Background: an optimization exercise with open tools, aiming at small area, a short achievable clock period and few clock cycles. Do not read the settings as production practice.
Power figures rest on the tool's default switching activity, not on a simulated workload.

the previous run:
==> module ALU, before the edit <==
module ALU(
    clk,
    rst_n,
    valid,
    ready,
    mode,
    in_A,
    in_B,
    out
);
    input         clk, rst_n;
    input         valid;
    input  [1:0]  mode;  
    output        ready;
    input  [31:0] in_A, in_B;
    output [63:0] out;
    localparam S_IDLE = 3'd0;
    localparam S_PREP = 3'd1;
    localparam S_MUL  = 3'd2;
    localparam S_DIV  = 3'd3;
    localparam S_DONE = 3'd4;
    reg  [2:0]  state;
    reg         isdiv;     
    reg         swap;      
    reg         fin;       
    reg         fill;      
    reg  [4:0]  cnt;       
    reg  [63:0] X;         
    reg  [31:0] Y;         
    reg         pc;        
    assign ready = (state == S_DONE);
    assign out   = {inc32(X[63:32], pc), X[31:0]};
    function [5:0] clz32;
        input [31:0] v;
        reg   [3:0]  nib;
        reg   [1:0]  pos;
        integer      k;
        begin
            clz32 = 6'd32;
            for (k = 0; k < 8; k = k + 1) begin
                nib = v[4*k +: 4];
                pos = nib[3] ? 2'd0 : nib[2] ? 2'd1 : nib[1] ? 2'd2 : 2'd3;
                if (|nib) clz32 = {1'b0, 3'd7 - k[2:0], pos};
            end
        end
    endfunction
    wire [5:0]  za   = clz32(in_A);
    wire [5:0]  zb   = clz32(in_B);
    wire        bsh  = (zb > za);               
    wire [5:0]  zm   = bsh ? zb : za;           
    wire [4:0]  dsh  = zb[4:0] - za[4:0];       
    wire [31:0] sin  = (isdiv | swap) ? Y : X[31:0];
    wire [31:0] shl  = sin << cnt;
    wire [31:0] C    = swap ? X[31:0] : Y;      
    function [32:0] add32;
        input [31:0] a, b;
        input        ci;
        reg   [31:0] g, p, gn, pn;
        integer      l, i, j;
        begin
            p = a ^ b;
            g = a & b;
            g[0] = g[0] | (p[0] & ci);
            for (l = 0; l < 5; l = l + 1) begin
                gn = g; pn = p;
                for (i = 0; i < 32; i = i + 1)
                    if ((i >> l) & 1) begin
                        j = ((i >> l) << l) - 1;
                        gn[i] = g[i] | (p[i] & g[j]);
                        pn[i] = p[i] & p[j];
                    end
                g = gn; p = pn;
            end
            add32 = {g[31], a ^ b ^ {g[30:0], ci}};
        end
    endfunction
    function [31:0] inc32;
        input [31:0] a;
        input        ci;
        reg   [31:0] p, pn;
        integer      l, i, j;
        begin
            p = a;
            for (l = 0; l < 5; l = l + 1) begin
                pn = p;
                for (i = 0; i < 32; i = i + 1)
                    if ((i >> l) & 1) begin
                        j = ((i >> l) << l) - 1;
                        pn[i] = p[i] & p[j];
                    end
                p = pn;
            end
            inc32 = a ^ ({p[30:0], 1'b1} & {32{ci}});
        end
    endfunction
    wire [32:0] madd = add32({X[30:0], 1'b0}, Y & {32{X[63]}}, 1'b0);
    wire [31:0] mup  = inc32({1'b0, X[62:32]}, pc);
    wire [31:0] mhi  = {mup[30:0], X[31]};
    wire [31:0] mlo  = madd[31:0];
    wire [32:0] dadd = add32(X[63:32], ~Y, 1'b1);
    wire [31:0] dsub = dadd[31:0];
    wire        q    = dadd[32];                
    always @(posedge clk or negedge rst_n) begin
        if (!rst_n) begin
            state <= S_IDLE;
        end else begin
            case (state)
                S_IDLE: if (valid) state <= mode[1] ? S_DONE : S_PREP;
                S_PREP: state <= fin ? S_DONE : (isdiv ? S_DIV : S_MUL);
                S_MUL, S_DIV: if (&cnt) state <= S_DONE;
                default: state <= S_IDLE;
            endcase
        end
    end
    always @(posedge clk) begin
        case (state)
            S_PREP: begin
                if (isdiv) begin
                    cnt <= ~cnt;
                    Y   <= shl;
                    X   <= {X[63:32], {32{fill}}};
                end else begin
                    cnt <= cnt + 5'd1;
                    Y   <= C;
                    X   <= {shl[30:0], 1'b0, fill ? 32'd0 : C};
                end
            end
            S_MUL: begin
                cnt <= cnt + 5'd1;
                X   <= {mhi, mlo};
                pc  <= madd[32];
            end
            S_DIV: begin
                cnt <= cnt + 5'd1;
                Y   <= Y >> 1;
                X   <= {q ? dsub : X[63:32], X[30:0], q};
            end
            default: begin  
                pc    <= 1'b0;
                isdiv <= mode[0];
                swap  <= bsh;
                if (mode[0]) begin
                    cnt  <= dsh;
                    fin  <= (za > zb) | zb[5];
                    fill <= zb[5];
                end else begin
                    cnt  <= zm[4:0];
                    fin  <= (zm >= 6'd31);
                    fill <= zm[5];
                end
                Y <= in_B;
                X <= {mode[1] ? 32'd0 : in_A,
                      (mode == 2'd2) ? (in_A & in_B) :
                      (mode == 2'd3) ? (in_A | in_B) : in_A};
            end
        endcase
    end
endmodule
==> flow/config.mk <==
export PLATFORM = sky130hd
export DESIGN_NAME = ALU
export DESIGN_NICKNAME = ALU
export VERILOG_FILES = /design/flow/design.v
export SDC_FILE = /design/flow/constraint.sdc
export NUM_CORES = 4
export LEC_CHECK = 0
export ABC_AREA = 1
export CAP_MARGIN = 20
export CORE_MARGIN = 2
export CORE_UTILIZATION = 40
export SETUP_SLACK_MARGIN = 1.6
export SLEW_MARGIN = 20
==> flow/constraint.sdc <==
create_clock -name core_clock -period 5.0 [get_ports {clk}]
set_input_delay 1.0000 -clock core_clock [delete_from_list [all_inputs] [get_ports {clk}]]
set_output_delay 1.0000 -clock core_clock [all_outputs]
set_load 0.01 [all_outputs]
standard.sh (not shown) runs the stock make flow with config.mk's settings and CLKGATE_MAP_FILE= SYNTH_SCRIPT=/design/flow/synth_recipe.tcl, a recipe that flattens the netlist after the stock synthesis.
==> flow/flow/run.sh <==
#!/bin/bash
# The standard layout, with each input and output port buffered by the
# platform's smallest buffer instead of the delay buffer buffer_ports picks.
set -euo pipefail
export BUFFER_PORTS_ARGS="-buffer_cell sky130_fd_sc_hd__buf_1"
bash standard.sh > layout.log 2>&1
The following lists how the current run was set up differently from the previous run:
--- a/flow/design.v
+++ b/flow/design.v
@@ -26,11 +26,10 @@
     reg         fill;      
     reg  [4:0]  cnt;       
     reg  [63:0] X;         
     reg  [31:0] Y;         
-    reg         pc;        
     assign ready = (state == S_DONE);
-    assign out   = {inc32(X[63:32], pc), X[31:0]};
+    assign out   = X;
     function [5:0] clz32;
         input [31:0] v;
         reg   [3:0]  nib;
         reg   [1:0]  pos;
@@ -48,8 +47,9 @@
     wire [5:0]  zb   = clz32(in_B);
     wire        bsh  = (zb > za);               
     wire [5:0]  zm   = bsh ? zb : za;           
     wire [4:0]  dsh  = zb[4:0] - za[4:0];       
+    wire        dfin = (za > zb) | zb[5];       
     wire [31:0] sin  = (isdiv | swap) ? Y : X[31:0];
     wire [31:0] shl  = sin << cnt;
     wire [31:0] C    = swap ? X[31:0] : Y;      
     function [32:0] add32;
@@ -93,22 +93,23 @@
             inc32 = a ^ ({p[30:0], 1'b1} & {32{ci}});
         end
     endfunction
     wire [32:0] madd = add32({X[30:0], 1'b0}, Y & {32{X[63]}}, 1'b0);
-    wire [31:0] mup  = inc32({1'b0, X[62:32]}, pc);
-    wire [31:0] mhi  = {mup[30:0], X[31]};
+    wire [31:0] mhi  = inc32(X[62:31], madd[32]);
     wire [31:0] mlo  = madd[31:0];
+    wire        mskip = ~X[63] & ~X[62] & ~&cnt;   
     wire [32:0] dadd = add32(X[63:32], ~Y, 1'b1);
     wire [31:0] dsub = dadd[31:0];
     wire        q    = dadd[32];                
     always @(posedge clk or negedge rst_n) begin
         if (!rst_n) begin
             state <= S_IDLE;
         end else begin
             case (state)
-                S_IDLE: if (valid) state <= mode[1] ? S_DONE : S_PREP;
+                S_IDLE: if (valid) state <= (mode[1] | (mode[0] & dfin)) ? S_DONE : S_PREP;
                 S_PREP: state <= fin ? S_DONE : (isdiv ? S_DIV : S_MUL);
-                S_MUL, S_DIV: if (&cnt) state <= S_DONE;
+                S_MUL:  if (&cnt | (mskip & (cnt == 5'd30))) state <= S_DONE;
+                S_DIV:  if (&cnt) state <= S_DONE;
                 default: state <= S_IDLE;
             endcase
         end
     end
@@ -125,24 +126,22 @@
                     X   <= {shl[30:0], 1'b0, fill ? 32'd0 : C};
                 end
             end
             S_MUL: begin
-                cnt <= cnt + 5'd1;
-                X   <= {mhi, mlo};
-                pc  <= madd[32];
+                cnt <= cnt + {3'd0, mskip, ~mskip};
+                X   <= mskip ? {X[61:0], 2'b00} : {mhi, mlo};
             end
             S_DIV: begin
                 cnt <= cnt + 5'd1;
                 Y   <= Y >> 1;
                 X   <= {q ? dsub : X[63:32], X[30:0], q};
             end
             default: begin  
-                pc    <= 1'b0;
                 isdiv <= mode[0];
                 swap  <= bsh;
                 if (mode[0]) begin
                     cnt  <= dsh;
-                    fin  <= (za > zb) | zb[5];
+                    fin  <= dfin;
                     fill <= zb[5];
                 end else begin
                     cnt  <= zm[4:0];
                     fin  <= (zm >= 6'd31);
@@ -150,9 +149,10 @@
                 end
                 Y <= in_B;
                 X <= {mode[1] ? 32'd0 : in_A,
                       (mode == 2'd2) ? (in_A & in_B) :
-                      (mode == 2'd3) ? (in_A | in_B) : in_A};
+                      (mode == 2'd3) ? (in_A | in_B) :
+                      (mode[0] & dfin) ? {32{zb[5]}} : in_A};
             end
         endcase
     end
 endmodule
Notes after the runs:
Having completed the whole flow, the current run delivered a layout that passed the timing, design-rule and antenna checks. Latest clock arrival within the worst-skew pair essentially unchanged between the previous run and the current run. The current run consumes more power than the previous run does. Comparing the previous run and the current run, average wire length per cell after detail routing is lower on the current run. | synthesis-to-layout area growth | higher: the current run |. Taking the current run over the previous run, the combinational power ratio works out to 1.3. [the current run] number of global-route vias before repair rose 28% relative to the previous run. Diff the previous run -> the current run: final area up about 25%; arithmetic-cell share of the synthesized area counting full adders, half adders and majority gates down 0.93 points. Summary of the current run over the previous run: final standard cell utilization of the core higher; first-iteration DRC count higher; sequential share of layout area lower; sum of routed wire length over all layers higher; post-route worst setup slack higher.
No run of this note included a check of the RTL's function; only the layout flow was run.

## port drivers added, routing unchanged
Ports are ideal in the flow. The routed layouts listed here were re-timed in OpenROAD.
Step 1, drivers: a clkbuf_16 drives clk and a buf_2 each remaining input, both assumed.
Step 2, shift: input delay + t, output delay - t, t = (earliest + latest rising clock arrival at the registers) / 2. This alone moves slack from input paths to output paths.
Slacks: ideal / step 1 / step 2; pairs: ideal / step 1.
run	shift t [ns]	setup slack, ns	worst setup path after step 2
the previous run	0.432	1.209 / 1.157 / 1.336	input to register
the current run	0.455	1.427 / 1.427 / 1.127	input to register
After both steps setup and hold are still met in every run listed. For the current run, which loses most, drivers alone change the setup slack by 0.000 ns; drivers and shift together by -0.300 ns.
